Background: an optimization exercise with open tools, aiming at small area. Do not read the settings as production practice.
In this exercise RTL edits were held to simulation tests only and were not proved equivalent to the original.
Power is estimated from default activity; no workload was simulated.

## flow/design.v (module list and top-level ports; edited modules follow where they fit)
// module Video_Engine: 98 lines
// module spr_rom: 246 lines
// module ex_rom: 24 lines
// module div10: 194 lines
// module str_rom: 187 lines
// module glyph_rom: 483 lines
// module rsb_pixel_top: 31 lines
module rsb_pixel_top (
    input             clock,
    input             reset,         
    input             pixel_ready,   
    input      [ 7:0] x_addr,
    input      [ 8:0] y_addr,
    input      [ 5:0] game_state,
    output reg [15:0] pixel_data
);
  // ...
==> flow/flow/run.sh <==
#!/bin/bash
# Layout flow: the standard synthesis, then an area-oriented re-mapping of the
# combinational logic (flip-flops kept as the standard synthesis made them), then the
# standard ORFS flow from floorplan to finish.
set -euo pipefail
WORK=$(pwd)
R=$WORK/orfs/results/$FLOW_PLATFORM/rsb_pixel_top/base
YOSYS=$(command -v yosys || echo "$FLOW_HOME/../tools/install/yosys/bin/yosys")

bash standard.sh synth > "$WORK/log_1_standard_synth.log" 2>&1

cp "$R/1_2_yosys.v" "$WORK/standard_synth.v"
SEQ=$(grep -oE '^ *sky130_fd_sc_hd__(df|edf|sdf|dl|sdl|lpflow_inputisolatch)[a-z0-9_]*' "$WORK/standard_synth.v" | sort -u | tr '\n' ' ')
sed -e "s#@IN@#$WORK/standard_synth.v#" -e "s#@OUT@#$WORK/remapped.v#" \
    -e "s#@ABC@#$WORK/flow/remap.abc#" -e "s#@TOP@#$FLOW_TOP#" \
    -e "s#@LIB@#$FLOW_HOME/platforms/sky130hd/lib/sky130_fd_sc_hd__tt_025C_1v80.lib#g" \
    -e "s#@DONTUSE@#$(cat flow/dont_use.txt | tr '\n' ' ')#" \
    -e "s#@SEQ@#$SEQ#" \
    flow/remap.ys.in > "$WORK/remap.ys"
"$YOSYS" -l "$WORK/log_2_remap.log" -s "$WORK/remap.ys" > /dev/null 2>&1

# the remapped netlist replaces the synthesis result; make rebuilds 1_synth.odb from it
cp "$WORK/remapped.v" "$R/1_2_yosys.v"
rm -f "$R/1_synth.odb" "$R/1_synth.sdc"
bash standard.sh BUFFER_PORTS_ARGS="-buffer_cell sky130_fd_sc_hd__buf_1" finish > "$WORK/log_3_standard_layout.log" 2>&1
test -s "$FLOW_OUT/final.def"
==> flow/flow/dont_use.txt <==
-dont_use sky130_fd_sc_hd__lpflow_bleeder_1
-dont_use sky130_fd_sc_hd__lpflow_clkbufkapwr_1
-dont_use sky130_fd_sc_hd__lpflow_clkbufkapwr_16
-dont_use sky130_fd_sc_hd__lpflow_clkbufkapwr_2
-dont_use sky130_fd_sc_hd__lpflow_clkbufkapwr_4
-dont_use sky130_fd_sc_hd__lpflow_clkbufkapwr_8
-dont_use sky130_fd_sc_hd__lpflow_clkinvkapwr_1
-dont_use sky130_fd_sc_hd__lpflow_clkinvkapwr_16
-dont_use sky130_fd_sc_hd__lpflow_clkinvkapwr_2
-dont_use sky130_fd_sc_hd__lpflow_clkinvkapwr_4
-dont_use sky130_fd_sc_hd__lpflow_clkinvkapwr_8
-dont_use sky130_fd_sc_hd__lpflow_decapkapwr_12
-dont_use sky130_fd_sc_hd__lpflow_decapkapwr_3
-dont_use sky130_fd_sc_hd__lpflow_decapkapwr_4
-dont_use sky130_fd_sc_hd__lpflow_decapkapwr_6
-dont_use sky130_fd_sc_hd__lpflow_decapkapwr_8
-dont_use sky130_fd_sc_hd__lpflow_inputiso0n_1
-dont_use sky130_fd_sc_hd__lpflow_inputiso0p_1
-dont_use sky130_fd_sc_hd__lpflow_inputiso1n_1
-dont_use sky130_fd_sc_hd__lpflow_inputiso1p_1
-dont_use sky130_fd_sc_hd__lpflow_inputisolatch_1
-dont_use sky130_fd_sc_hd__lpflow_isobufsrc_1
-dont_use sky130_fd_sc_hd__lpflow_isobufsrc_16
-dont_use sky130_fd_sc_hd__lpflow_isobufsrc_2
-dont_use sky130_fd_sc_hd__lpflow_isobufsrc_4
-dont_use sky130_fd_sc_hd__lpflow_isobufsrc_8
-dont_use sky130_fd_sc_hd__lpflow_isobufsrckapwr_16
-dont_use sky130_fd_sc_hd__lpflow_lsbuf_lh_hl_isowell_tap_1
-dont_use sky130_fd_sc_hd__lpflow_lsbuf_lh_hl_isowell_tap_2
-dont_use sky130_fd_sc_hd__lpflow_lsbuf_lh_hl_isowell_tap_4
-dont_use sky130_fd_sc_hd__lpflow_lsbuf_lh_isowell_4
-dont_use sky130_fd_sc_hd__lpflow_lsbuf_lh_isowell_tap_1
-dont_use sky130_fd_sc_hd__lpflow_lsbuf_lh_isowell_tap_2
-dont_use sky130_fd_sc_hd__lpflow_lsbuf_lh_isowell_tap_4
-dont_use sky130_fd_sc_hd__probe_p_8
-dont_use sky130_fd_sc_hd__probec_p_8
==> flow/flow/remap.abc <==
strash
&get -n
&deepsyn -T 600 -S 1
&put
dch
map -D 5000
topo
==> flow/flow/remap.ys.in <==
# Area-oriented re-mapping of the standard synthesis's combinational logic.
read_liberty -ignore_miss_func @LIB@
read_verilog @IN@
hierarchy -top @TOP@
# the flip-flops stay as they are: same cells, same instance names
blackbox @SEQ@
flatten
hierarchy -top @TOP@
opt_clean -purge
stat
abc -liberty @LIB@ @DONTUSE@ -script @ABC@
# cell port directions for the checks below
read_liberty -lib -overwrite @LIB@
opt_clean -purge
hilomap -singleton -hicell sky130_fd_sc_hd__conb_1 HI -locell sky130_fd_sc_hd__conb_1 LO
insbuf -buf sky130_fd_sc_hd__buf_4 A X
splitnets
rename -hide w:*
opt_clean -purge
check -assert
stat -liberty @LIB@
write_verilog -noattr -nohex -nodec @OUT@
==> flow/standard.sh <==
#!/bin/bash
# synth_recipe.tcl (not shown) runs the flow's synth.tcl, then flattens the netlist and writes it again
# the make line also repeats each setting of config.mk as NAME=value (left out here)
make -C /OpenROAD-flow-scripts/flow DESIGN_CONFIG=/design/flow/config.mk WORK_HOME=/design/flow/orfs CLKGATE_MAP_FILE= SYNTH_SCRIPT=/design/flow/synth_recipe.tcl "${@:-finish}"
==> flow/config.mk <==
export PLATFORM = sky130hd
export DESIGN_NAME = rsb_pixel_top
export DESIGN_NICKNAME = rsb_pixel_top
export VERILOG_FILES = /design/flow/design.v
export SDC_FILE = /design/flow/constraint.sdc
export NUM_CORES = 4
export LEC_CHECK = 0
export CAP_MARGIN = 20
export CORE_MARGIN = 2
export CORE_UTILIZATION = 40
export GPL_TIMING_DRIVEN = 0
export SLEW_MARGIN = 20
==> flow/constraint.sdc <==
create_clock -name core_clock -period 10.0 [get_ports {clock}]
set_input_delay 2.0000 -clock core_clock [delete_from_list [all_inputs] [get_ports {clock}]]
set_output_delay 2.0000 -clock core_clock [all_outputs]
set_load 0.01 [all_outputs]
==> results.yml, run 1 <==
setup_path:
  r2r_slack_ps: 9150
  cpMostUsedCell: "nand2_1"
  critPathRequiredTime_ps: 10100
  timing.rr.end: "pix[2]"
  crit_arrival_ps: 9490
  crit_start: "game_state[3]"
grt:
  met2_usage_pct: 45.1
  grt.total_usage_pct: 26.6
  use_met1_pct: 37.0
  antenna_found_initial: 0
  overflow: 0
  grt_pass1_wl_um: 17000
  grt-busiest-layer: "met2"
die:
  tap_cells: 96
clocking:
  cts-root-buf: "clkbuf_8"
  post-cts-setup-buffers: 0
  cts_sinks: 3
  clkSlewWorstSetupHoldPaths_ps: 30
  numCtsBuffers: 3
finish:
  clock_buffer_count: 4
  seqAreaFraction_pct: 2.23
  n_antenna_cell: 0
  seq_cells: 3
  clock_cell_area_share_pct: 1.34
  area.growth.synth_to_final_pct: 16.7
  largest_register: "pix"
logic_synthesis:
  ys_warn_count: 2
  synth.net_count: 612
min_path:
  min_path_type: "reg -> reg"
  hold_depth: 2
place:
  placedCellCount: 723
  portBuffers: 41
  postPlaceCellArea_mm2: 0.00316
  hpwl_um: 8560
outcome:
  status: "finished clean"
detailed_routing:
  top_layer: "met4"
  routed_wire_length_per_instance_um: 14.3
  route.met3.wl_um: 837
sta:
  skew_ps: 0
  setup_viol: 0
  tightest_slew_ps: 957
  tns_ps: 0
pwr:
  p_leak_nw: 1.23
  p_int_w: 0.000173
  power_leader: "combinational logic"
==> module Video_Engine, before the edit <==
module Video_Engine (
    input      [7:0] x,
    input      [8:0] y,
    input      [5:0] st,
    output reg [2:0] ci
);
    reg cA, cB, cG, kt, kb, w17, gtxt; reg [3:0] gsid; reg [7:0] gX0;
    always @* begin
        cA = 1'b0; cB = 1'b0; cG = 1'b0; kt = 1'b0; kb = 1'b0; w17 = 1'b0; gtxt = 1'b0; gsid = 4'd6; gX0 = 8'd105;
        case (st)
        6'd1: cA = 1'b1;
        6'd2, 6'd3: cB = 1'b1;
        6'd4, 6'd20: begin cG = 1'b1; gsid = 4'd4; gtxt = 1'b1; end
        6'd6, 6'd22: begin cG = 1'b1; gsid = 4'd7; gtxt = 1'b1; gX0 = 8'd95; end
        6'd8, 6'd24: begin cG = 1'b1; gsid = 4'd1; gtxt = 1'b1; end
        6'd10, 6'd26: begin cG = 1'b1; gsid = 4'd2; gtxt = 1'b1; end
        6'd5, 6'd7, 6'd9, 6'd21, 6'd23, 6'd25: cG = 1'b1;
        6'd11, 6'd27: begin cG = 1'b1; kt = 1'b1; end
        6'd12, 6'd28: begin cG = 1'b1; kb = 1'b1; end
        6'd13, 6'd29: begin cG = 1'b1; kt = 1'b1; kb = 1'b1; end
        6'd14, 6'd30: begin cG = 1'b1; kt = 1'b1; gtxt = 1'b1; end
        6'd15, 6'd31: begin cG = 1'b1; kb = 1'b1; gtxt = 1'b1; end
        6'd16, 6'd32: begin cG = 1'b1; kt = 1'b1; kb = 1'b1; gtxt = 1'b1; end
        6'd17, 6'd33: begin cG = 1'b1; w17 = 1'b1; gsid = 4'd0; gtxt = 1'b1; gX0 = 8'd80; end
        6'd18, 6'd34: begin cG = 1'b1; w17 = 1'b1; gsid = 4'd8; gtxt = 1'b1; gX0 = 8'd80; end
        default: ;
        endcase
    end
    wire bgw = cB || cG;                 
    reg [7:0] X0; reg [8:0] Y0; reg gmag, isg; reg [3:0] sid;
    always @* begin
        X0 = 8'd105; Y0 = 9'd150; gmag = 1'b0; isg = 1'b0; sid = gsid;
        if (cA) begin
            if (y >= 9'd192) begin
                isg = 1'b1; Y0 = 9'd200;
                if (x[7]) begin X0 = 8'd138; gmag = 1'b1; end
                else X0 = 8'd78;
            end
            else if (y < 9'd148) begin Y0 = 9'd130; X0 = 8'd90; sid = 4'd7; end
            else if (y < 9'd168) begin Y0 = 9'd150; X0 = 8'd95; sid = 4'd1; end
            else begin Y0 = 9'd170; X0 = 8'd105; sid = 4'd2; end
        end
        else if (cB) begin
            if (y >= 9'd144) begin
                isg = 1'b1; Y0 = 9'd150;
                if (x < 8'd96) X0 = 8'd43;
                else if (x < 8'd160) begin X0 = 8'd123; gmag = 1'b1; end
                else begin X0 = 8'd163; gmag = 1'b1; end
            end
            else begin
                Y0 = 9'd120;
                if (x[7]) begin X0 = 8'd150; sid = 4'd14; end
                else begin X0 = 8'd53; sid = 4'd9; end
            end
        end
        else begin
            if (y < 9'd128) begin isg = 1'b1; Y0 = 9'd50; X0 = 8'd108; gmag = 1'b1; end
            else if (y >= 9'd192) begin isg = 1'b1; Y0 = 9'd250; X0 = 8'd108; end
            else X0 = gX0;
        end
    end
    wire [7:0] xo = x - X0;
    wire [8:0] yo = y - Y0;
    wire       side = xo[4];
    wire [3:0] f = side ? ~xo[3:0] : xo[3:0];
    wire gin = isg && (cA || cB || cG) && (xo[7:5] == 3'd0) && (f >= 4'd3) && (yo < 9'd34);
    wire [5:0] dy = yo[5:0];
    wire [2:0] sprf; wire exm;
    spr_rom SPR (.dy(dy), .f(f), .spr(sprf));
    ex_rom  EXP (.dy(dy[3:0]), .f(f), .exm(exm));
    wire [2:0] spr = (side && f == 4'd8 && dy[5]) ? 3'd0 : sprf;
    wire hat = (dy <= 6'd10);
    wire kil = cG && (gmag ? kt : kb);
    wire tv = !isg && (cA || cB || gtxt) && (xo < 8'd90) && (yo < 9'd16);
    wire [3:0] k, cx; wire [4:0] code; wire gp;
    div10     DIV (.xr(xo[6:0]), .k(k), .cx(cx));
    str_rom   STR (.sid(sid), .k(k), .code(code));
    glyph_rom GLY (.code(code), .cy(yo[3:0]), .cx(cx), .gp(gp));
    wire txt = tv && gp;
    wire boxv = st[0] ? (x == 8'd122 || x == 8'd196) : (x == 8'd42 || x == 8'd76);
    wire boxh = st[0] ? (x >= 8'd122 && x <= 8'd196) : (x >= 8'd42 && x <= 8'd76);
    wire box  = cB && ((boxv && y >= 9'd145 && y <= 9'd188) || (boxh && (y == 9'd145 || y == 9'd188)));
    always @* begin
        if (gin && kil && hat) ci = exm ? 3'd5 : {3{bgw}};
        else if (gin) begin
            case (spr)
            3'd1: ci = {3{~bgw}};
            3'd2: ci = gmag ? 3'd6 : 3'd2;
            3'd3: ci = 3'd3;
            3'd4: ci = 3'd4;
            3'd5: ci = 3'd1;
            default: ci = {3{bgw}};
            endcase
        end
        else if (txt || box) ci = {3{~bgw}};
        else ci = {3{bgw}};
    end
endmodule
==> module spr_rom, before the edit <==
module spr_rom (
  input  [5:0] dy,
  input  [3:0] f,
  output [2:0] spr
);
  wire new_n14, new_n15, new_n16, new_n17, new_n18, new_n19, new_n20,
    new_n21, new_n22, new_n23, new_n24, new_n25, new_n26, new_n27, new_n28,
    new_n29, new_n30, new_n31, new_n32, new_n33, new_n34, new_n35, new_n36,
    new_n37, new_n38, new_n39, new_n40, new_n41, new_n42, new_n43, new_n44,
    new_n45, new_n46, new_n47, new_n48, new_n49, new_n50, new_n51, new_n52,
    new_n53, new_n54, new_n55, new_n56, new_n57, new_n58, new_n59, new_n60,
    new_n61, new_n62, new_n63, new_n64, new_n65, new_n66, new_n67, new_n68,
    new_n69, new_n70, new_n71, new_n72, new_n73, new_n74, new_n75, new_n76,
    new_n77, new_n78, new_n79, new_n80, new_n81, new_n82, new_n83, new_n84,
    new_n85, new_n86, new_n87, new_n88, new_n89, new_n90, new_n91, new_n92,
    new_n93, new_n94, new_n95, new_n96, new_n97, new_n98, new_n99,
    new_n100, new_n101, new_n102, new_n103, new_n104, new_n105, new_n106,
    new_n107, new_n108, new_n109, new_n110, new_n111, new_n112, new_n113,
    new_n114, new_n115, new_n116, new_n117, new_n118, new_n119, new_n120,
    new_n121, new_n122, new_n123, new_n124, new_n125, new_n126, new_n127,
    new_n128, new_n129, new_n130, new_n131, new_n132, new_n133, new_n134,
    new_n135, new_n136, new_n137, new_n138, new_n139, new_n140, new_n141,
    new_n142, new_n143, new_n144, new_n145, new_n146, new_n147, new_n148,
    new_n149, new_n150, new_n151, new_n152, new_n153, new_n154, new_n155,
    new_n156, new_n157, new_n158, new_n159, new_n160, new_n161, new_n162,
    new_n163, new_n164, new_n165, new_n166, new_n167, new_n168, new_n169,
    new_n170, new_n171, new_n172, new_n173, new_n174, new_n175, new_n176,
    new_n177, new_n178, new_n179, new_n180, new_n181, new_n182, new_n183,
    new_n184, new_n185, new_n186, new_n187, new_n188, new_n189, new_n190,
    new_n191, new_n192, new_n193, new_n194, new_n195, new_n196, new_n197,
    new_n198, new_n199, new_n200, new_n201, new_n202, new_n203, new_n204,
    new_n205, new_n206, new_n207, new_n208, new_n209, new_n210, new_n211,
    new_n212, new_n213, new_n214, new_n215, new_n216, new_n217, new_n218,
    new_n219, new_n220, new_n221;
  assign new_n14 = ~dy[3]  & f[3];
  assign new_n15 = ~f[1]  & ~f[0];
  assign new_n16 = f[2]  & ~new_n15;
  assign new_n17 = f[1]  & f[0];
  assign new_n18 = ~f[2]  & ~new_n17;
  assign new_n19 = ~new_n16 & ~new_n18;
  assign new_n20 = ~dy[4]  & new_n19;
  assign new_n21 = dy[1]  & ~dy[0];
  assign new_n22 = dy[4]  & ~new_n21;
  assign new_n23 = dy[2]  & ~new_n22;
  assign new_n24 = ~dy[2]  & f[2];
  assign new_n25 = dy[2]  & dy[1];
  assign new_n26 = dy[0]  & ~new_n25;
  assign new_n27 = ~new_n24 & new_n26;
  assign new_n28 = dy[0]  & ~new_n24;
  assign new_n29 = ~new_n25 & new_n28;
  assign new_n30 = ~new_n23 & ~new_n200;
  assign new_n31 = new_n17 & ~new_n30;
  assign new_n32 = ~new_n20 & ~new_n31;
  assign new_n33 = new_n14 & ~new_n32;
  assign new_n34 = ~dy[2]  & ~dy[0];
  assign new_n35 = new_n17 & ~new_n34;
  assign new_n36 = ~new_n24 & new_n35;
  assign new_n37 = ~new_n20 & ~new_n36;
  assign new_n38 = ~dy[1]  & ~dy[0];
  assign new_n39 = dy[1]  & dy[0];
  assign new_n40 = dy[2]  & new_n39;
  assign new_n41 = dy[0]  & new_n25;
  assign new_n42 = ~new_n38 & ~new_n201;
  assign new_n43 = dy[4]  & ~new_n42;
  assign new_n44 = new_n14 & ~new_n43;
  assign new_n45 = ~new_n37 & new_n44;
  assign new_n46 = ~dy[2]  & ~new_n39;
  assign new_n47 = ~dy[2]  & ~dy[1];
  assign new_n48 = ~new_n34 & ~new_n47;
  assign new_n49 = new_n16 & new_n203;
  assign new_n50 = ~new_n15 & ~new_n17;
  assign new_n51 = ~new_n38 & new_n50;
  assign new_n52 = ~new_n203 & ~new_n51;
  assign new_n53 = dy[4]  & ~dy[3];
  assign new_n54 = ~new_n52 & new_n53;
  assign new_n55 = ~new_n49 & new_n54;
  assign new_n56 = ~new_n49 & new_n53;
  assign new_n57 = ~new_n52 & new_n56;
  assign new_n58 = dy[4]  & ~dy[0];
  assign new_n59 = new_n47 & new_n58;
  assign new_n60 = ~dy[0]  & new_n47;
  assign new_n61 = ~dy[2]  & new_n38;
  assign new_n62 = ~dy[1]  & new_n34;
  assign new_n63 = dy[4]  & new_n205;
  assign new_n64 = dy[3]  & new_n206;
  assign new_n65 = dy[4]  & dy[3];
  assign new_n66 = new_n205 & new_n65;
  assign new_n67 = ~new_n50 & new_n207;
  assign new_n68 = ~new_n204 & ~new_n67;
  assign new_n69 = ~f[3]  & ~new_n68;
  assign new_n70 = ~new_n202 & ~new_n69;
  assign new_n71 = f[3]  & new_n19;
  assign new_n72 = new_n65 & new_n71;
  assign new_n73 = f[2]  & new_n14;
  assign new_n74 = ~dy[1]  & new_n73;
  assign new_n75 = new_n15 & new_n74;
  assign new_n76 = ~dy[1]  & new_n15;
  assign new_n77 = new_n73 & new_n76;
  assign new_n78 = ~new_n72 & ~new_n208;
  assign new_n79 = dy[0]  & ~new_n78;
  assign new_n80 = ~dy[0]  & ~new_n47;
  assign new_n81 = dy[4]  & new_n80;
  assign new_n82 = ~new_n47 & new_n58;
  assign new_n83 = new_n71 & new_n209;
  assign new_n84 = f[2]  & new_n17;
  assign new_n85 = ~f[3]  & new_n84;
  assign new_n86 = ~new_n18 & ~new_n85;
  assign new_n87 = ~dy[3]  & new_n201;
  assign new_n88 = ~dy[4]  & dy[1];
  assign new_n89 = dy[2]  & new_n88;
  assign new_n90 = ~dy[4]  & new_n25;
  assign new_n91 = ~new_n87 & ~new_n210;
  assign new_n92 = ~new_n206 & new_n91;
  assign new_n93 = ~new_n206 & ~new_n87;
  assign new_n94 = ~new_n210 & new_n93;
  assign new_n95 = ~new_n206 & ~new_n210;
  assign new_n96 = ~new_n87 & new_n95;
  assign new_n97 = ~new_n86 & ~new_n211;
  assign new_n98 = ~new_n83 & ~new_n97;
  assign new_n99 = ~new_n201 & new_n203;
  assign new_n100 = ~new_n88 & ~new_n99;
  assign new_n101 = ~new_n17 & new_n73;
  assign new_n102 = ~new_n100 & new_n101;
  assign new_n103 = dy[5]  & new_n18;
  assign new_n104 = ~new_n21 & ~new_n47;
  assign new_n105 = ~dy[4]  & f[3];
  assign new_n106 = dy[3]  & new_n105;
  assign new_n107 = new_n84 & new_n106;
  assign new_n108 = ~new_n104 & new_n107;
  assign new_n109 = ~new_n103 & ~new_n108;
  assign new_n110 = dy[2]  & ~new_n38;
  assign new_n111 = ~f[2]  & ~new_n110;
  assign new_n112 = new_n50 & new_n65;
  assign new_n113 = new_n111 & new_n112;
  assign new_n114 = ~new_n15 & new_n65;
  assign new_n115 = new_n18 & ~new_n110;
  assign new_n116 = new_n114 & new_n115;
  assign new_n117 = ~f[2]  & new_n65;
  assign new_n118 = new_n50 & new_n117;
  assign new_n119 = ~new_n110 & new_n118;
  assign new_n120 = new_n25 & new_n105;
  assign new_n121 = ~dy[0]  & new_n120;
  assign new_n122 = ~dy[0]  & new_n105;
  assign new_n123 = new_n25 & new_n122;
  assign new_n124 = ~dy[0]  & new_n25;
  assign new_n125 = new_n105 & new_n124;
  assign new_n126 = ~new_n212 & ~new_n213;
  assign new_n127 = new_n109 & new_n126;
  assign new_n128 = ~new_n102 & new_n127;
  assign new_n129 = new_n98 & new_n128;
  assign new_n130 = ~new_n79 & new_n129;
  assign new_n131 = new_n70 & new_n130;
  assign new_n132 = ~new_n83 & new_n109;
  assign new_n133 = ~new_n102 & new_n126;
  assign new_n134 = ~new_n97 & new_n133;
  assign new_n135 = ~new_n202 & new_n134;
  assign new_n136 = new_n132 & new_n135;
  assign new_n137 = ~new_n103 & ~new_n212;
  assign new_n138 = ~new_n83 & new_n137;
  assign new_n139 = ~new_n107 & ~new_n213;
  assign new_n140 = ~new_n104 & ~new_n139;
  assign new_n141 = ~new_n102 & ~new_n140;
  assign new_n142 = new_n138 & new_n141;
  assign new_n143 = ~new_n202 & ~new_n97;
  assign new_n144 = new_n142 & new_n143;
  assign new_n145 = ~new_n69 & ~new_n79;
  assign new_n146 = new_n214 & new_n145;
  assign new_n147 = new_n53 & ~new_n86;
  assign new_n148 = ~new_n18 & new_n106;
  assign new_n149 = ~new_n147 & ~new_n148;
  assign new_n150 = new_n201 & ~new_n149;
  assign new_n151 = new_n84 & ~new_n110;
  assign new_n152 = new_n16 & ~new_n203;
  assign new_n153 = ~new_n18 & new_n205;
  assign new_n154 = ~new_n152 & ~new_n153;
  assign new_n155 = ~new_n151 & new_n154;
  assign new_n156 = ~new_n84 & ~new_n153;
  assign new_n157 = ~new_n110 & ~new_n156;
  assign new_n158 = ~new_n205 & ~new_n84;
  assign new_n159 = ~new_n18 & ~new_n110;
  assign new_n160 = ~new_n158 & new_n159;
  assign new_n161 = ~new_n152 & ~new_n216;
  assign new_n162 = f[3]  & new_n53;
  assign new_n163 = ~new_n217 & new_n162;
  assign new_n164 = ~f[2]  & ~f[0];
  assign new_n165 = ~new_n85 & ~new_n164;
  assign new_n166 = new_n207 & ~new_n165;
  assign new_n167 = ~new_n212 & ~new_n166;
  assign new_n168 = ~new_n163 & new_n167;
  assign new_n169 = ~new_n150 & new_n168;
  assign new_n170 = ~new_n163 & ~new_n166;
  assign new_n171 = ~new_n212 & ~new_n150;
  assign new_n172 = new_n170 & new_n171;
  assign new_n173 = f[3]  & ~new_n217;
  assign new_n174 = new_n201 & ~new_n86;
  assign new_n175 = ~new_n173 & ~new_n174;
  assign new_n176 = new_n53 & ~new_n175;
  assign new_n177 = ~new_n18 & new_n201;
  assign new_n178 = new_n106 & new_n177;
  assign new_n179 = ~new_n212 & ~new_n178;
  assign new_n180 = ~new_n166 & new_n179;
  assign new_n181 = ~new_n176 & new_n180;
  assign new_n182 = f[3]  & ~f[2];
  assign new_n183 = new_n17 & new_n182;
  assign new_n184 = ~new_n73 & ~new_n183;
  assign new_n185 = dy[4]  & new_n201;
  assign new_n186 = ~new_n184 & new_n185;
  assign new_n187 = dy[3]  & f[2];
  assign new_n188 = dy[4]  & f[3];
  assign new_n189 = ~new_n187 & new_n188;
  assign new_n190 = new_n177 & new_n189;
  assign new_n191 = f[2]  & new_n207;
  assign new_n192 = new_n206 & new_n187;
  assign new_n193 = dy[5]  & ~new_n16;
  assign new_n194 = ~new_n220 & ~new_n193;
  assign new_n195 = f[3]  & ~new_n194;
  assign new_n196 = ~new_n72 & ~new_n195;
  assign new_n197 = ~new_n219 & new_n196;
  assign new_n198 = ~new_n72 & ~new_n219;
  assign new_n199 = ~new_n195 & new_n198;
  assign new_n200 = new_n29 | new_n27;
  assign new_n201 = new_n41 | new_n40;
  assign new_n202 = new_n45 | new_n33;
  assign new_n203 = new_n48 | ~new_n46;
  assign new_n204 = new_n57 | new_n55;
  assign new_n205 = new_n60 | new_n62 | new_n61;
  assign new_n206 = new_n63 | new_n59;
  assign new_n207 = new_n66 | new_n64;
  assign new_n208 = new_n77 | new_n75;
  assign new_n209 = new_n82 | new_n81;
  assign new_n210 = new_n90 | new_n89;
  assign new_n211 = new_n92 | new_n96 | new_n94;
  assign new_n212 = new_n113 | new_n119 | new_n116;
  assign new_n213 = new_n121 | new_n125 | new_n123;
  assign new_n214 = new_n144 | new_n136;
  assign new_n215 = new_n146 | new_n131;
  assign new_n216 = new_n160 | new_n157;
  assign new_n217 = new_n161 | new_n155;
  assign new_n218 = new_n169 | new_n181 | new_n172;
  assign new_n219 = new_n190 | new_n186;
  assign new_n220 = new_n192 | new_n191;
  assign new_n221 = new_n199 | new_n197;
  assign spr[0]  = ~new_n215;
  assign spr[1]  = ~new_n218;
  assign spr[2]  = ~new_n221;
endmodule
==> run 2, diff against run 1 <==
--- a/flow/design.v
+++ b/flow/design.v
@@ -83,14 +83,9 @@
     always @* begin
         if (gin && kil && hat) ci = exm ? 3'd5 : {3{bgw}};
         else if (gin) begin
-            case (spr)
-            3'd1: ci = {3{~bgw}};
-            3'd2: ci = gmag ? 3'd6 : 3'd2;
-            3'd3: ci = 3'd3;
-            3'd4: ci = 3'd4;
-            3'd5: ci = 3'd1;
-            default: ci = {3{bgw}};
-            endcase
+            if (spr == 3'd0 || spr == 3'd7) ci = spr ^ {3{bgw}};
+            else if (spr == 3'd2 && gmag) ci = 3'd6;
+            else ci = spr;
         end
         else if (txt || box) ci = {3{~bgw}};
         else ci = {3{bgw}};
@@ -129,218 +124,250 @@
     new_n198, new_n199, new_n200, new_n201, new_n202, new_n203, new_n204,
     new_n205, new_n206, new_n207, new_n208, new_n209, new_n210, new_n211,
     new_n212, new_n213, new_n214, new_n215, new_n216, new_n217, new_n218,
-    new_n219, new_n220, new_n221;
-  assign new_n14 = ~dy[3]  & f[3];
-  assign new_n15 = ~f[1]  & ~f[0];
-  assign new_n16 = f[2]  & ~new_n15;
-  assign new_n17 = f[1]  & f[0];
-  assign new_n18 = ~f[2]  & ~new_n17;
-  assign new_n19 = ~new_n16 & ~new_n18;
-  assign new_n20 = ~dy[4]  & new_n19;
-  assign new_n21 = dy[1]  & ~dy[0];
-  assign new_n22 = dy[4]  & ~new_n21;
-  assign new_n23 = dy[2]  & ~new_n22;
-  assign new_n24 = ~dy[2]  & f[2];
-  assign new_n25 = dy[2]  & dy[1];
-  assign new_n26 = dy[0]  & ~new_n25;
-  assign new_n27 = ~new_n24 & new_n26;
-  assign new_n28 = dy[0]  & ~new_n24;
-  assign new_n29 = ~new_n25 & new_n28;
-  assign new_n30 = ~new_n23 & ~new_n200;
-  assign new_n31 = new_n17 & ~new_n30;
-  assign new_n32 = ~new_n20 & ~new_n31;
-  assign new_n33 = new_n14 & ~new_n32;
-  assign new_n34 = ~dy[2]  & ~dy[0];
-  assign new_n35 = new_n17 & ~new_n34;
-  assign new_n36 = ~new_n24 & new_n35;
-  assign new_n37 = ~new_n20 & ~new_n36;
-  assign new_n38 = ~dy[1]  & ~dy[0];
-  assign new_n39 = dy[1]  & dy[0];
-  assign new_n40 = dy[2]  & new_n39;
-  assign new_n41 = dy[0]  & new_n25;
-  assign new_n42 = ~new_n38 & ~new_n201;
-  assign new_n43 = dy[4]  & ~new_n42;
-  assign new_n44 = new_n14 & ~new_n43;
-  assign new_n45 = ~new_n37 & new_n44;
-  assign new_n46 = ~dy[2]  & ~new_n39;
-  assign new_n47 = ~dy[2]  & ~dy[1];
-  assign new_n48 = ~new_n34 & ~new_n47;
-  assign new_n49 = new_n16 & new_n203;
-  assign new_n50 = ~new_n15 & ~new_n17;
-  assign new_n51 = ~new_n38 & new_n50;
-  assign new_n52 = ~new_n203 & ~new_n51;
-  assign new_n53 = dy[4]  & ~dy[3];
-  assign new_n54 = ~new_n52 & new_n53;
-  assign new_n55 = ~new_n49 & new_n54;
-  assign new_n56 = ~new_n49 & new_n53;
-  assign new_n57 = ~new_n52 & new_n56;
-  assign new_n58 = dy[4]  & ~dy[0];
-  assign new_n59 = new_n47 & new_n58;
-  assign new_n60 = ~dy[0]  & new_n47;
-  assign new_n61 = ~dy[2]  & new_n38;
-  assign new_n62 = ~dy[1]  & new_n34;
-  assign new_n63 = dy[4]  & new_n205;
-  assign new_n64 = dy[3]  & new_n206;
-  assign new_n65 = dy[4]  & dy[3];
-  assign new_n66 = new_n205 & new_n65;
-  assign new_n67 = ~new_n50 & new_n207;
-  assign new_n68 = ~new_n204 & ~new_n67;
-  assign new_n69 = ~f[3]  & ~new_n68;
-  assign new_n70 = ~new_n202 & ~new_n69;
-  assign new_n71 = f[3]  & new_n19;
-  assign new_n72 = new_n65 & new_n71;
-  assign new_n73 = f[2]  & new_n14;
-  assign new_n74 = ~dy[1]  & new_n73;
-  assign new_n75 = new_n15 & new_n74;
-  assign new_n76 = ~dy[1]  & new_n15;
-  assign new_n77 = new_n73 & new_n76;
-  assign new_n78 = ~new_n72 & ~new_n208;
-  assign new_n79 = dy[0]  & ~new_n78;
-  assign new_n80 = ~dy[0]  & ~new_n47;
-  assign new_n81 = dy[4]  & new_n80;
-  assign new_n82 = ~new_n47 & new_n58;
-  assign new_n83 = new_n71 & new_n209;
-  assign new_n84 = f[2]  & new_n17;
-  assign new_n85 = ~f[3]  & new_n84;
-  assign new_n86 = ~new_n18 & ~new_n85;
-  assign new_n87 = ~dy[3]  & new_n201;
-  assign new_n88 = ~dy[4]  & dy[1];
-  assign new_n89 = dy[2]  & new_n88;
-  assign new_n90 = ~dy[4]  & new_n25;
-  assign new_n91 = ~new_n87 & ~new_n210;
-  assign new_n92 = ~new_n206 & new_n91;
-  assign new_n93 = ~new_n206 & ~new_n87;
-  assign new_n94 = ~new_n210 & new_n93;
-  assign new_n95 = ~new_n206 & ~new_n210;
-  assign new_n96 = ~new_n87 & new_n95;
-  assign new_n97 = ~new_n86 & ~new_n211;
-  assign new_n98 = ~new_n83 & ~new_n97;
-  assign new_n99 = ~new_n201 & new_n203;
-  assign new_n100 = ~new_n88 & ~new_n99;
-  assign new_n101 = ~new_n17 & new_n73;
-  assign new_n102 = ~new_n100 & new_n101;
-  assign new_n103 = dy[5]  & new_n18;
-  assign new_n104 = ~new_n21 & ~new_n47;
-  assign new_n105 = ~dy[4]  & f[3];
-  assign new_n106 = dy[3]  & new_n105;
-  assign new_n107 = new_n84 & new_n106;
-  assign new_n108 = ~new_n104 & new_n107;
-  assign new_n109 = ~new_n103 & ~new_n108;
-  assign new_n110 = dy[2]  & ~new_n38;
-  assign new_n111 = ~f[2]  & ~new_n110;
-  assign new_n112 = new_n50 & new_n65;
-  assign new_n113 = new_n111 & new_n112;
-  assign new_n114 = ~new_n15 & new_n65;
-  assign new_n115 = new_n18 & ~new_n110;
-  assign new_n116 = new_n114 & new_n115;
-  assign new_n117 = ~f[2]  & new_n65;
-  assign new_n118 = new_n50 & new_n117;
-  assign new_n119 = ~new_n110 & new_n118;
-  assign new_n120 = new_n25 & new_n105;
-  assign new_n121 = ~dy[0]  & new_n120;
-  assign new_n122 = ~dy[0]  & new_n105;
-  assign new_n123 = new_n25 & new_n122;
-  assign new_n124 = ~dy[0]  & new_n25;
-  assign new_n125 = new_n105 & new_n124;
-  assign new_n126 = ~new_n212 & ~new_n213;
-  assign new_n127 = new_n109 & new_n126;
-  assign new_n128 = ~new_n102 & new_n127;
-  assign new_n129 = new_n98 & new_n128;
-  assign new_n130 = ~new_n79 & new_n129;
-  assign new_n131 = new_n70 & new_n130;
-  assign new_n132 = ~new_n83 & new_n109;
-  assign new_n133 = ~new_n102 & new_n126;
-  assign new_n134 = ~new_n97 & new_n133;
-  assign new_n135 = ~new_n202 & new_n134;
-  assign new_n136 = new_n132 & new_n135;
-  assign new_n137 = ~new_n103 & ~new_n212;
-  assign new_n138 = ~new_n83 & new_n137;
-  assign new_n139 = ~new_n107 & ~new_n213;
-  assign new_n140 = ~new_n104 & ~new_n139;
-  assign new_n141 = ~new_n102 & ~new_n140;
-  assign new_n142 = new_n138 & new_n141;
-  assign new_n143 = ~new_n202 & ~new_n97;
-  assign new_n144 = new_n142 & new_n143;
-  assign new_n145 = ~new_n69 & ~new_n79;
-  assign new_n146 = new_n214 & new_n145;
-  assign new_n147 = new_n53 & ~new_n86;
-  assign new_n148 = ~new_n18 & new_n106;
-  assign new_n149 = ~new_n147 & ~new_n148;
-  assign new_n150 = new_n201 & ~new_n149;
-  assign new_n151 = new_n84 & ~new_n110;
-  assign new_n152 = new_n16 & ~new_n203;
-  assign new_n153 = ~new_n18 & new_n205;
-  assign new_n154 = ~new_n152 & ~new_n153;
-  assign new_n155 = ~new_n151 & new_n154;
-  assign new_n156 = ~new_n84 & ~new_n153;
-  assign new_n157 = ~new_n110 & ~new_n156;
-  assign new_n158 = ~new_n205 & ~new_n84;
-  assign new_n159 = ~new_n18 & ~new_n110;
-  assign new_n160 = ~new_n158 & new_n159;
-  assign new_n161 = ~new_n152 & ~new_n216;
-  assign new_n162 = f[3]  & new_n53;
-  assign new_n163 = ~new_n217 & new_n162;
-  assign new_n164 = ~f[2]  & ~f[0];
-  assign new_n165 = ~new_n85 & ~new_n164;
-  assign new_n166 = new_n207 & ~new_n165;
-  assign new_n167 = ~new_n212 & ~new_n166;
-  assign new_n168 = ~new_n163 & new_n167;
-  assign new_n169 = ~new_n150 & new_n168;
-  assign new_n170 = ~new_n163 & ~new_n166;
-  assign new_n171 = ~new_n212 & ~new_n150;
-  assign new_n172 = new_n170 & new_n171;
-  assign new_n173 = f[3]  & ~new_n217;
-  assign new_n174 = new_n201 & ~new_n86;
-  assign new_n175 = ~new_n173 & ~new_n174;
-  assign new_n176 = new_n53 & ~new_n175;
-  assign new_n177 = ~new_n18 & new_n201;
-  assign new_n178 = new_n106 & new_n177;
-  assign new_n179 = ~new_n212 & ~new_n178;
-  assign new_n180 = ~new_n166 & new_n179;
-  assign new_n181 = ~new_n176 & new_n180;
-  assign new_n182 = f[3]  & ~f[2];
-  assign new_n183 = new_n17 & new_n182;
-  assign new_n184 = ~new_n73 & ~new_n183;
-  assign new_n185 = dy[4]  & new_n201;
-  assign new_n186 = ~new_n184 & new_n185;
-  assign new_n187 = dy[3]  & f[2];
-  assign new_n188 = dy[4]  & f[3];
-  assign new_n189 = ~new_n187 & new_n188;
-  assign new_n190 = new_n177 & new_n189;
-  assign new_n191 = f[2]  & new_n207;
-  assign new_n192 = new_n206 & new_n187;
-  assign new_n193 = dy[5]  & ~new_n16;
-  assign new_n194 = ~new_n220 & ~new_n193;
-  assign new_n195 = f[3]  & ~new_n194;
-  assign new_n196 = ~new_n72 & ~new_n195;
-  assign new_n197 = ~new_n219 & new_n196;
-  assign new_n198 = ~new_n72 & ~new_n219;
-  assign new_n199 = ~new_n195 & new_n198;
-  assign new_n200 = new_n29 | new_n27;
-  assign new_n201 = new_n41 | new_n40;
-  assign new_n202 = new_n45 | new_n33;
-  assign new_n203 = new_n48 | ~new_n46;
-  assign new_n204 = new_n57 | new_n55;
-  assign new_n205 = new_n60 | new_n62 | new_n61;
-  assign new_n206 = new_n63 | new_n59;
-  assign new_n207 = new_n66 | new_n64;
-  assign new_n208 = new_n77 | new_n75;
-  assign new_n209 = new_n82 | new_n81;
-  assign new_n210 = new_n90 | new_n89;
-  assign new_n211 = new_n92 | new_n96 | new_n94;
-  assign new_n212 = new_n113 | new_n119 | new_n116;
-  assign new_n213 = new_n121 | new_n125 | new_n123;
-  assign new_n214 = new_n144 | new_n136;
-  assign new_n215 = new_n146 | new_n131;
-  assign new_n216 = new_n160 | new_n157;
-  assign new_n217 = new_n161 | new_n155;
-  assign new_n218 = new_n169 | new_n181 | new_n172;
-  assign new_n219 = new_n190 | new_n186;
-  assign new_n220 = new_n192 | new_n191;
-  assign new_n221 = new_n199 | new_n197;
-  assign spr[0]  = ~new_n215;
-  assign spr[1]  = ~new_n218;
-  assign spr[2]  = ~new_n221;
+    new_n219, new_n220, new_n221, new_n222, new_n223, new_n224, new_n225,
+    new_n226, new_n227, new_n228, new_n229, new_n230, new_n231, new_n232,
+    new_n233, new_n234, new_n235, new_n236, new_n237, new_n238, new_n239,
+    new_n240, new_n241, new_n242, new_n243, new_n244, new_n245, new_n246,
+    new_n247, new_n248, new_n249;
+  assign new_n14 = dy[1]  & dy[0];
+  assign new_n15 = dy[2]  & new_n14;
+  assign new_n16 = dy[2]  & dy[1];
+  assign new_n17 = dy[0]  & new_n16;
+  assign new_n18 = f[1]  & f[0];
+  assign new_n19 = f[3]  & f[2];
+  assign new_n20 = ~dy[3]  & new_n19;
+  assign new_n21 = ~dy[3]  & f[3];
+  assign new_n22 = f[2]  & new_n21;
+  assign new_n23 = ~new_n18 & new_n224;
+  assign new_n24 = ~dy[2]  & ~new_n14;
+  assign new_n25 = new_n23 & ~new_n24;
+  assign new_n26 = ~new_n223 & new_n25;
+  assign new_n27 = ~dy[3]  & ~f[3];
+  assign new_n28 = ~dy[1]  & dy[0];
+  assign new_n29 = dy[1]  & ~dy[0];
+  assign new_n30 = ~new_n28 & ~new_n29;
+  assign new_n31 = ~dy[1]  & ~dy[0];
+  assign new_n32 = ~new_n14 & ~new_n31;
+  assign new_n33 = ~f[1]  & ~f[0];
+  assign new_n34 = ~new_n18 & ~new_n33;
+  assign new_n35 = dy[4]  & ~dy[2];
+  assign new_n36 = new_n34 & new_n35;
+  assign new_n37 = new_n225 & new_n36;
+  assign new_n38 = new_n225 & new_n35;
+  assign new_n39 = new_n34 & new_n38;
+  assign new_n40 = new_n27 & new_n226;
+  assign new_n41 = dy[3]  & f[3];
+  assign new_n42 = f[2]  & new_n18;
+  assign new_n43 = dy[2]  & ~dy[1];
+  assign new_n44 = ~new_n14 & ~new_n43;
+  assign new_n45 = new_n42 & new_n44;
+  assign new_n46 = new_n41 & new_n45;
+  assign new_n47 = new_n41 & ~new_n43;
+  assign new_n48 = ~new_n14 & new_n42;
+  assign new_n49 = new_n47 & new_n48;
+  assign new_n50 = new_n41 & new_n44;
+  assign new_n51 = new_n42 & new_n50;
+  assign new_n52 = ~f[2]  & ~new_n18;
+  assign new_n53 = ~f[3]  & new_n42;
+  assign new_n54 = ~new_n52 & ~new_n53;
+  assign new_n55 = ~dy[0]  & f[3];
+  assign new_n56 = new_n54 & ~new_n55;
+  assign new_n57 = dy[2]  & ~new_n56;
+  assign new_n58 = ~new_n23 & ~new_n57;
+  assign new_n59 = dy[1]  & ~new_n58;
+  assign new_n60 = ~new_n227 & ~new_n59;
+  assign new_n61 = new_n16 & ~new_n56;
+  assign new_n62 = dy[1]  & new_n23;
+  assign new_n63 = ~new_n227 & ~new_n62;
+  assign new_n64 = ~new_n61 & new_n63;
+  assign new_n65 = ~dy[4]  & ~new_n228;
+  assign new_n66 = ~new_n40 & ~new_n65;
+  assign new_n67 = ~dy[3]  & ~new_n54;
+  assign new_n68 = new_n223 & new_n67;
+  assign new_n69 = f[2]  & ~new_n33;
+  assign new_n70 = dy[4]  & ~new_n24;
+  assign new_n71 = new_n27 & new_n70;
+  assign new_n72 = ~new_n69 & new_n71;
+  assign new_n73 = new_n27 & ~new_n69;
+  assign new_n74 = new_n70 & new_n73;
+  assign new_n75 = ~new_n68 & ~new_n229;
+  assign new_n76 = ~new_n52 & ~new_n69;
+  assign new_n77 = ~dy[3]  & new_n76;
+  assign new_n78 = ~f[3]  & ~new_n34;
+  assign new_n79 = ~new_n52 & ~new_n78;
+  assign new_n80 = dy[4]  & ~dy[0];
+  assign new_n81 = ~dy[1]  & new_n80;
+  assign new_n82 = ~dy[2]  & new_n81;
+  assign new_n83 = ~dy[2]  & ~dy[1];
+  assign new_n84 = new_n80 & new_n83;
+  assign new_n85 = ~new_n79 & new_n230;
+  assign new_n86 = ~new_n77 & new_n85;
+  assign new_n87 = ~new_n35 & ~new_n81;
+  assign new_n88 = ~f[2]  & new_n34;
+  assign new_n89 = ~new_n87 & new_n88;
+  assign new_n90 = dy[3]  & new_n89;
+  assign new_n91 = dy[3]  & ~new_n33;
+  assign new_n92 = new_n52 & new_n91;
+  assign new_n93 = ~new_n87 & new_n92;
+  assign new_n94 = ~new_n86 & ~new_n231;
+  assign new_n95 = new_n75 & new_n94;
+  assign new_n96 = ~new_n229 & ~new_n231;
+  assign new_n97 = ~new_n68 & new_n96;
+  assign new_n98 = ~new_n86 & new_n97;
+  assign new_n99 = f[3]  & new_n77;
+  assign new_n100 = new_n21 & new_n76;
+  assign new_n101 = ~dy[4]  & new_n233;
+  assign new_n102 = f[3]  & new_n80;
+  assign new_n103 = ~new_n83 & new_n102;
+  assign new_n104 = new_n80 & ~new_n83;
+  assign new_n105 = f[3]  & new_n104;
+  assign new_n106 = f[3]  & ~new_n83;
+  assign new_n107 = new_n80 & new_n106;
+  assign new_n108 = dy[4]  & dy[0];
+  assign new_n109 = new_n41 & new_n108;
+  assign new_n110 = ~new_n234 & ~new_n109;
+  assign new_n111 = new_n76 & ~new_n110;
+  assign new_n112 = ~new_n101 & ~new_n111;
+  assign new_n113 = ~dy[4]  & new_n21;
+  assign new_n114 = ~new_n109 & ~new_n113;
+  assign new_n115 = ~new_n234 & new_n114;
+  assign new_n116 = new_n76 & ~new_n115;
+  assign new_n117 = ~dy[0]  & ~new_n16;
+  assign new_n118 = ~new_n223 & ~new_n117;
+  assign new_n119 = ~dy[4]  & dy[2];
+  assign new_n120 = ~new_n118 & ~new_n119;
+  assign new_n121 = new_n18 & new_n21;
+  assign new_n122 = ~dy[2]  & f[2];
+  assign new_n123 = new_n121 & ~new_n122;
+  assign new_n124 = ~new_n120 & new_n123;
+  assign new_n125 = dy[4]  & dy[2];
+  assign new_n126 = ~new_n225 & new_n125;
+  assign new_n127 = dy[0]  & ~f[2];
+  assign new_n128 = ~dy[2]  & ~new_n127;
+  assign new_n129 = new_n121 & ~new_n128;
+  assign new_n130 = ~new_n126 & new_n129;
+  assign new_n131 = dy[5]  & new_n52;
+  assign new_n132 = new_n224 & new_n28;
+  assign new_n133 = new_n33 & new_n132;
+  assign new_n134 = new_n28 & new_n33;
+  assign new_n135 = new_n224 & new_n134;
+  assign new_n136 = ~new_n131 & ~new_n237;
+  assign new_n137 = ~new_n236 & new_n136;
+  assign new_n138 = ~new_n235 & new_n137;
+  assign new_n139 = new_n232 & new_n138;
+  assign new_n140 = new_n66 & new_n139;
+  assign new_n141 = ~new_n26 & new_n140;
+  assign new_n142 = ~new_n236 & ~new_n131;
+  assign new_n143 = ~new_n101 & new_n142;
+  assign new_n144 = ~new_n26 & ~new_n111;
+  assign new_n145 = ~new_n237 & new_n144;
+  assign new_n146 = new_n143 & new_n145;
+  assign new_n147 = ~new_n26 & new_n138;
+  assign new_n148 = new_n232 & new_n238;
+  assign new_n149 = new_n66 & new_n148;
+  assign new_n150 = ~new_n16 & ~new_n227;
+  assign new_n151 = ~f[3]  & ~new_n42;
+  assign new_n152 = ~dy[4]  & ~new_n151;
+  assign new_n153 = ~new_n150 & new_n152;
+  assign new_n154 = ~dy[3]  & new_n226;
+  assign new_n155 = f[2]  & new_n154;
+  assign new_n156 = ~dy[3]  & f[2];
+  assign new_n157 = new_n226 & new_n156;
+  assign new_n158 = ~new_n153 & ~new_n240;
+  assign new_n159 = ~new_n43 & ~new_n80;
+  assign new_n160 = new_n224 & ~new_n159;
+  assign new_n161 = ~dy[2]  & dy[1];
+  assign new_n162 = new_n23 & new_n161;
+  assign new_n163 = ~dy[2]  & new_n62;
+  assign new_n164 = ~new_n160 & ~new_n241;
+  assign new_n165 = new_n158 & new_n164;
+  assign new_n166 = ~dy[1]  & new_n233;
+  assign new_n167 = ~dy[5]  & new_n166;
+  assign new_n168 = ~dy[5]  & ~dy[1];
+  assign new_n169 = new_n233 & new_n168;
+  assign new_n170 = ~new_n29 & ~new_n161;
+  assign new_n171 = ~f[2]  & ~new_n170;
+  assign new_n172 = ~new_n35 & ~new_n171;
+  assign new_n173 = new_n121 & ~new_n172;
+  assign new_n174 = dy[1]  & ~f[2];
+  assign new_n175 = ~new_n35 & ~new_n174;
+  assign new_n176 = dy[2]  & dy[0];
+  assign new_n177 = new_n121 & ~new_n176;
+  assign new_n178 = ~new_n175 & new_n177;
+  assign new_n179 = ~new_n242 & ~new_n243;
+  assign new_n180 = new_n232 & new_n179;
+  assign new_n181 = new_n165 & new_n180;
+  assign new_n182 = ~new_n160 & ~new_n243;
+  assign new_n183 = ~new_n241 & new_n182;
+  assign new_n184 = ~new_n242 & new_n183;
+  assign new_n185 = new_n232 & new_n184;
+  assign new_n186 = new_n158 & new_n185;
+  assign new_n187 = ~new_n242 & new_n182;
+  assign new_n188 = ~new_n240 & ~new_n241;
+  assign new_n189 = new_n187 & new_n188;
+  assign new_n190 = ~new_n153 & new_n189;
+  assign new_n191 = new_n232 & new_n190;
+  assign new_n192 = new_n70 & new_n77;
+  assign new_n193 = ~new_n81 & new_n121;
+  assign new_n194 = dy[2]  & new_n193;
+  assign new_n195 = dy[2]  & ~new_n81;
+  assign new_n196 = new_n121 & new_n195;
+  assign new_n197 = ~new_n25 & ~new_n245;
+  assign new_n198 = ~new_n192 & new_n197;
+  assign new_n199 = ~new_n19 & ~new_n76;
+  assign new_n200 = dy[3]  & ~new_n199;
+  assign new_n201 = ~f[3]  & new_n69;
+  assign new_n202 = dy[3]  & ~new_n201;
+  assign new_n203 = ~new_n52 & new_n202;
+  assign new_n204 = dy[3]  & new_n76;
+  assign new_n205 = new_n41 & ~new_n52;
+  assign new_n206 = ~new_n204 & ~new_n205;
+  assign new_n207 = ~new_n67 & new_n246;
+  assign new_n208 = new_n230 & ~new_n207;
+  assign new_n209 = ~dy[5]  & ~dy[4];
+  assign new_n210 = ~new_n108 & ~new_n209;
+  assign new_n211 = dy[5]  & ~dy[4];
+  assign new_n212 = ~new_n80 & ~new_n211;
+  assign new_n213 = ~dy[1]  & ~new_n247;
+  assign new_n214 = new_n233 & ~new_n213;
+  assign new_n215 = ~new_n208 & ~new_n214;
+  assign new_n216 = new_n198 & new_n215;
+  assign new_n217 = ~new_n245 & ~new_n214;
+  assign new_n218 = ~new_n25 & new_n217;
+  assign new_n219 = ~new_n192 & new_n218;
+  assign new_n220 = new_n198 & ~new_n214;
+  assign new_n221 = ~new_n208 & new_n248;
+  assign new_n222 = new_n66 & new_n249;
+  assign new_n223 = new_n17 | new_n15;
+  assign new_n224 = new_n22 | new_n20;
+  assign new_n225 = new_n32 | ~new_n30;
+  assign new_n226 = new_n39 | new_n37;
+  assign new_n227 = new_n46 | new_n51 | new_n49;
+  assign new_n228 = new_n64 | new_n60;
+  assign new_n229 = new_n74 | new_n72;
+  assign new_n230 = new_n84 | new_n82;
+  assign new_n231 = new_n93 | new_n90;
+  assign new_n232 = new_n98 | new_n95;
+  assign new_n233 = new_n100 | new_n99;
+  assign new_n234 = new_n103 | new_n107 | new_n105;
+  assign new_n235 = new_n116 | ~new_n112;
+  assign new_n236 = new_n130 | new_n124;
+  assign new_n237 = new_n135 | new_n133;
+  assign new_n238 = new_n147 | new_n146;
+  assign new_n239 = new_n149 | new_n141;
+  assign new_n240 = new_n157 | new_n155;
+  assign new_n241 = new_n163 | new_n162;
+  assign new_n242 = new_n169 | new_n167;
+  assign new_n243 = new_n178 | new_n173;
+  assign new_n244 = new_n181 | new_n191 | new_n186;
+  assign new_n245 = new_n196 | new_n194;
+  assign new_n246 = ~new_n200 | new_n206 | ~new_n203;
+  assign new_n247 = new_n212 | ~new_n210;
+  assign new_n248 = new_n220 | new_n219;
+  assign new_n249 = new_n221 | new_n216;
+  assign spr[0]  = ~new_n239;
+  assign spr[1]  = ~new_n244;
+  assign spr[2]  = ~new_n222;
 endmodule
 module ex_rom (
   input  [3:0] dy,
--- a/flow/flow/remap.ys.in
+++ b/flow/flow/remap.ys.in
@@ -6,6 +6,8 @@
 blackbox @SEQ@
 flatten
 hierarchy -top @TOP@
+# internal net names go private, so the output ports keep their own nets
+rename -hide w:*
 opt_clean -purge
 stat
 abc -liberty @LIB@ @DONTUSE@ -script @ABC@
@@ -13,7 +15,7 @@
 read_liberty -lib -overwrite @LIB@
 opt_clean -purge
 hilomap -singleton -hicell sky130_fd_sc_hd__conb_1 HI -locell sky130_fd_sc_hd__conb_1 LO
-insbuf -buf sky130_fd_sc_hd__buf_4 A X
+insbuf -buf sky130_fd_sc_hd__buf_1 A X
 splitnets
 rename -hide w:*
 opt_clean -purge
==> run 2 against run 1 <==
  * Clock skew unchanged
  * Still clean on timing, DRC and antenna
  * Total power decreased by 23%
  * Maximum frequency decreased by 1.0%
  * Die area decreased by 8.0%
  * Non-clock buffer count decreased by 9
  * Critical path depth decreased by 3
  * Synthesized cell count decreased by 7.2%
  * Sequential cell count unchanged
  * Area after synthesis decreased by 8.3%
  * Largest power group unchanged
  * Core utilization decreased by 0.33 points
==> results.yml, run 2 <==
clocking:
  cts-root-buf: "clkbuf_8"
  numCtsBuffers: 3
  clkSlewWorstSetupHoldPaths_ps: 30
  tritoncts: "built"
  ctsHtreeMaxLevel: 1
  worst_skew_pair.late_latency_ps: 220
  hold_buffers: 0
  cts_buffer_depth: 2
  cts_sinks: 3
logic_synthesis:
  ys_warn_count: 2
  synth_area_mm2: 0.00265
  synth.net_count: 570
  synthCells: 544
  avgSynthCellArea_um2: 4.87
setup_path:
  worst_r2r_path_depth: 2
  critPathRequiredTime_ps: 10120
  criticalPathCategory: "in -> reg"
  cp-end-kind: "register"
  crit_arrival_ps: 9600
  slowest_stage: "o41ai_1"
  worstPathMaxFanout: 9
  cpMostUsedCell: "clkinv_1"
  crit_path_max_incr_delay_ps: 490
  setup.worst_path.start_class: "input pin"
place:
  place.gp.congestion: 0.996
  portBuffers: 41
  placedCellCount: 662
  pre_cts_ws_ps: -1040
  hpwl_um: 8340
sta:
  setup_viol: 0
  min_period_ps: 9490
  relSlewSlack_pct: 21.3
  finalWorstSetupSlack_ps: 514
  rsz0062_at_grt: "no"
  clock.fmax_ghz: 0.105
  skew_ps: 0
  slew_viol_final: 0
  tns_ps: 0
  tightest_slew_ps: 1170
  holdWs_ps: 636
  period_share_pct: 94.9
  final-hold-violation-count: 0
detailed_routing:
  firstDrtPassIters: 5
  routed_wl_um: 10300
  drc: 0
  via_count: 4047
  drtIter0Drc: 342
  drt.antenna.violating_nets: 0
  routed_wire_length_per_instance_um: 15.4
  viasPerCell: 6.04
finish:
  largest_register: "pix"
  final_cells: 670
  largest_reg_flops: 3
  area.growth.synth_to_final_pct: 16.9
  mostFrequentLayoutCells: "119 x nor2_1, 102 x clkinv_1, 67 x nand2_1, 52 x o21ai_0, 47 x buf_1"
  final_common_cell: "nor2_1"
  drive_gt1_share_pct: 7.76
  nets: 620
  reg.largest.list: "pix: 3 flops"
  n_antenna_cell: 0
die:
  num_rows: 29
  start_util_pct: 41.5
  die_h_um: 85.4
  core_mm2: 0.00639
  die-area_mm2: 0.00729
  io_pins: 42
  fp.dieW_um: 85.4
grt:
  antenna_found_initial: 0
  grt_pass1_wl_um: 16500
  overflow: 0
  grt_pass1_vias: 3539
  grt.total_usage_pct: 27.3
  grt_max_degree: 13
run:
  cap_violations: 0
min_path:
  hold_depth: 2
  min_path_type: "reg -> reg"
pwr:
  p_leak_nw: 1.10
  peakVddDrop_v: 0.000120
  p_per_area_mw_per_mm2: 112
outcome:
  status: "finished clean"
[run 2: cell count changes in the layout (fill, tap and decap cells not counted), moves of 4 or more]
cell / previous run / this run
or2_2: 6 / 2
buf_4: 20 / 4
nor2_1: 108 / 119
clkinv_1: 98 / 102
o21ai_0: 45 / 52
a31oi_1: 8 / 3
buf_1: 41 / 47
nand2_1: 116 / 67
o32ai_1: 0 / 4
o211ai_1: 14 / 7
[run 2: layer usage]
metal | up-vias | global-route usage (%) | share of wire (%)
li1 | 1966 | - | -
met1 | 1853 | 35.9 | 43
met2 | 205 | 48.4 | 47
met3 | 23 | 1.95 | 7.6
met4 | 0 | 6.64 | 2.0
met5 | - | 0 | 0
[run 2: final timing paths]
path                                from  endpoint  slack [ps]
min                               pix[0]    pix[0]         640
min in group asynchronous          reset    pix[0]        1600
min reg2reg                       pix[0]    pix[0]         640
max in group asynchronous          reset    pix[2]        8290
max                        game_state[2]    pix[1]         510
max reg2reg                       pix[2]    pix[2]        8990
[run 2: cell type report]
type                       instances  area, um2
sequential                         3       75.1
fill                             700       3290
inverter                         106        400
multi-input combinational        428       2270
clock buffer                       4       45.0
buffer                             7       26.3
timing repair buffer              45        185
tap                               77       96.3
[run 2: power by group]
group / internal [W] / switching [W] / total [W] / leakage [nW]
clock network: 0.0000272 / 0.00000871 / 0.0000359 / 0.0228
registers: 0.0000137 / 0.00000244 / 0.0000161 / 0.0332
logic: 0.0000894 / 0.000206 / 0.000295 / 1.05
[run 2: timing repair]
item                                   in CTS  in global routing
pin swaps                                   0                  4
setup endpoints to repair                   3                  3
gates resized for setup                     8                 28
endpoints found under the hold margin       0                  0
buffers inserted                            0                  4
[run 2: critical path: cells and delay by family]
kind                   cells  cell delay, ps
AOI/OAI and AO/OA         13            2950
buffers and inverters      8            1010
and+or+nand+nor           22            3590
[run 2: stage by stage]
| stage | total power (W) | utilization (%) | area (um2) |
|---|---|---|---|
| floorplan | 0.000213 | - | 2650 |
| global placement | 0.000284 | 45.4 | 2900 |
| detailed placement | 0.000285 | 45.4 | 2900 |
| CTS | 0.000326 | 46.6 | 2970 |
| global route | 0.000379 | 48.5 | 3100 |
| finish | 0.000347 | 48.5 | 3100 |
==> run 3, diff against run 2 <==
==> flow/flow/remap.abc (replaced) <==
strash
&get -n
&deepsyn -T 600 -S 1
&put
dch
map -D 4000
topo
==> run 3 against run 2 <==
  * Cell area decreased by 2.1%
  * Critical endpoint is now pix[0]
  * Wire length decreased by 1.5%
  * Highest routed layer unchanged
  * Sequential cell count unchanged
==> results.yml, run 3 <==
finish:
  largest_reg_flops: 3
  final_common_cell: "nor2_1"
  largest_register: "pix"
  reg.largest.list: "pix: 3 flops"
  mostFrequentLayoutCells: "117 x nor2_1, 91 x clkinv_1, 89 x nand2_1, 55 x o21ai_0, 48 x buf_1"
  area.growth.synth_to_final_pct: 11.5
  design_area_mm2: 0.00303
  n_antenna_cell: 0
  drive_gt1_share_pct: 2.51
  nets: 625
detailed_routing:
  via_count: 4065
  viasPerCell: 6.00
  drt.antenna.violating_nets: 0
  drtIter0Drc: 329
  firstDrtPassIters: 7
  drc: 0
  routed_wire_length_per_instance_um: 15.0
  routed_wl_um: 10200
place:
  portBuffers: 41
  place.gp.congestion: 0.952
  pre_cts_ws_ps: -249
  postPlaceCellArea_mm2: 0.00297
  hpwl_um: 8410
sta:
  skew_ps: 0
  tightest_slew_ps: 876
  slew_viol_final: 0
  finalWorstSetupSlack_ps: 636
  setup_viol: 0
  period_share_pct: 93.6
  relSlewSlack_pct: 41.0
  min_period_ps: 9360
  clock.fmax_ghz: 0.107
  final-hold-violation-count: 0
  tns_ps: 0
clocking:
  cts_sinks: 3
  cts_buffer_depth: 2
  numCtsBuffers: 3
  clkSlewWorstSetupHoldPaths_ps: 30
  cts-root-buf: "clkbuf_8"
  tritoncts: "built"
  ctsHtreeMaxLevel: 1
  worst_skew_pair.late_latency_ps: 210
setup_path:
  worstPathMaxFanout: 9
  criticalPathCategory: "in -> reg"
  cpMostUsedCell: "nor2_1"
  setup.worst_path.start_class: "input pin"
  critPathRequiredTime_ps: 10110
  worst_r2r_path_depth: 2
  reg2reg_from: "pix[1]"
  cp-end-kind: "register"
  worst-path-buf-inv: 4
  crit_start: "game_state[1]"
  crit_cells: 33
  crit_arrival_ps: 9470
  path_delay_family: "compound AO/OA/AOI/OAI gates"
  r2r_slack_ps: 9090
  crit_path_max_incr_delay_ps: 720
  slowest_stage: "o21ai_0"
grt:
  antenna_found_initial: 0
  grt.total_usage_pct: 27.5
  grt_pass1_wl_um: 17000
  grt_pass1_vias: 3619
  grt_max_degree: 16
  overflow: 0
outcome:
  status: "finished clean"
pwr:
  p_leak_nw: 1.09
  p_per_area_mw_per_mm2: 115
  peakVddDrop_v: 0.0000304
min_path:
  min-delay-start: "pix[0]"
  min_path_type: "reg -> reg"
  hold_depth: 2
die:
  io_pins: 42
  die-area_mm2: 0.00747
  core_mm2: 0.00668
  start_util_pct: 40.7
  fp.dieW_um: 86.4
  die_h_um: 86.4
  num_rows: 30
run:
  cap_violations: 0
logic_synthesis:
  synth_area_mm2: 0.00272
  synthCells: 553
  synth.net_count: 579
  avgSynthCellArea_um2: 4.91
  ys_warn_count: 2
[run 3: power by group]
group          leakage (nW)  switching (W)  internal [W]
registers            0.0332     0.00000283     0.0000137
clock network        0.0228     0.00000754     0.0000271
logic                  1.03       0.000207     0.0000900
[run 3: path summary, 6_finish.rpt]
path	endpoint
setup / recovery	pix[0]
hold / removal	pix[0]
setup reg to reg	pix[1]
hold reg to reg	pix[0]
max in group asynchronous	pix[1]
min in group asynchronous	pix[0]
[run 3: what timing repair did]
action                                  4_1_cts  5_1_grt
endpoints found under the setup margin        2        3
cloned                                        0        0
buffers inserted                              0        0
hold buffers                                  0        0
resized for setup                             1        4
[run 3: metrics by stage]
stage                     util (%)  instances  hold WS [ps]  total power [W]
after floorplan                  -        553           629         0.000227
after global placement        44.5        674           671         0.000301
after detailed placement      44.5        674           699         0.000304
after CTS                     45.1        678           707         0.000341
after global routing          45.3        678           754         0.000385
final                         45.3        678           715         0.000348
[run 3: layer usage]
layer	up-vias	wire (um)	part of all wire, %	global-route usage [%]
met4	0	347	3.4	9.23
met2	202	4580	45	46.7
met3	25	795	7.8	1.33
met5	-	0	0	0
li1	2019	-	-	-
met1	1819	4450	44	37.2
[run 3: final cells by class]
class / instances / area, um2
Buffer: 7 / 26.3
Tap cell: 80 / 100
Multi-Input combinational cell: 452 / 2290
Sequential cell: 3 / 75.1
Clock buffer: 4 / 45.0
Inverter: 91 / 342
Fill cell: 769 / 3650
Timing Repair Buffer: 41 / 154
[run 3: worst min-delay path, cell delays in order, from the launching register on]
cell and delay, ps:
dfrtp_1 420, o21ai_0 200, a311oi_1 50

[afterwards: timing with drivers on the ports]
The results above use ideal ports. As a check the final layouts listed here were re-extracted and re-timed, cells and wires unchanged. Step 1: set_driving_cell puts a clkbuf_16 on clock and a buf_2 on each other input, an assumption about the parent block. Step 2 moves the port delays by t, midway between the first and last clock arrival at a register: inputs arrive t later, outputs are due t later. That takes back most of the time a late clock gives input paths. Three values: ideal ports, drivers, drivers and shift; two values: the first two.
run | t (ns) | setup slack, ns | clock arrival spread, ns | slew at the worst register clock pin (ns)
run 1 | 0.240 | 0.611 / 0.609 / 0.368 | 0.000 / 0.001 | 0.03 / 0.03
run 2 | 0.238 | 0.514 / 0.511 / 0.272 | 0.004 / 0.003 | 0.03 / 0.03
run 3 | 0.232 | 0.636 / 0.633 / 0.401 | 0.002 / 0.001 | 0.03 / 0.03
After both steps every run listed still meets setup and hold. The setup slack of run 1, which loses most, moves by -0.002 ns with the drivers and by -0.243 ns with both steps.
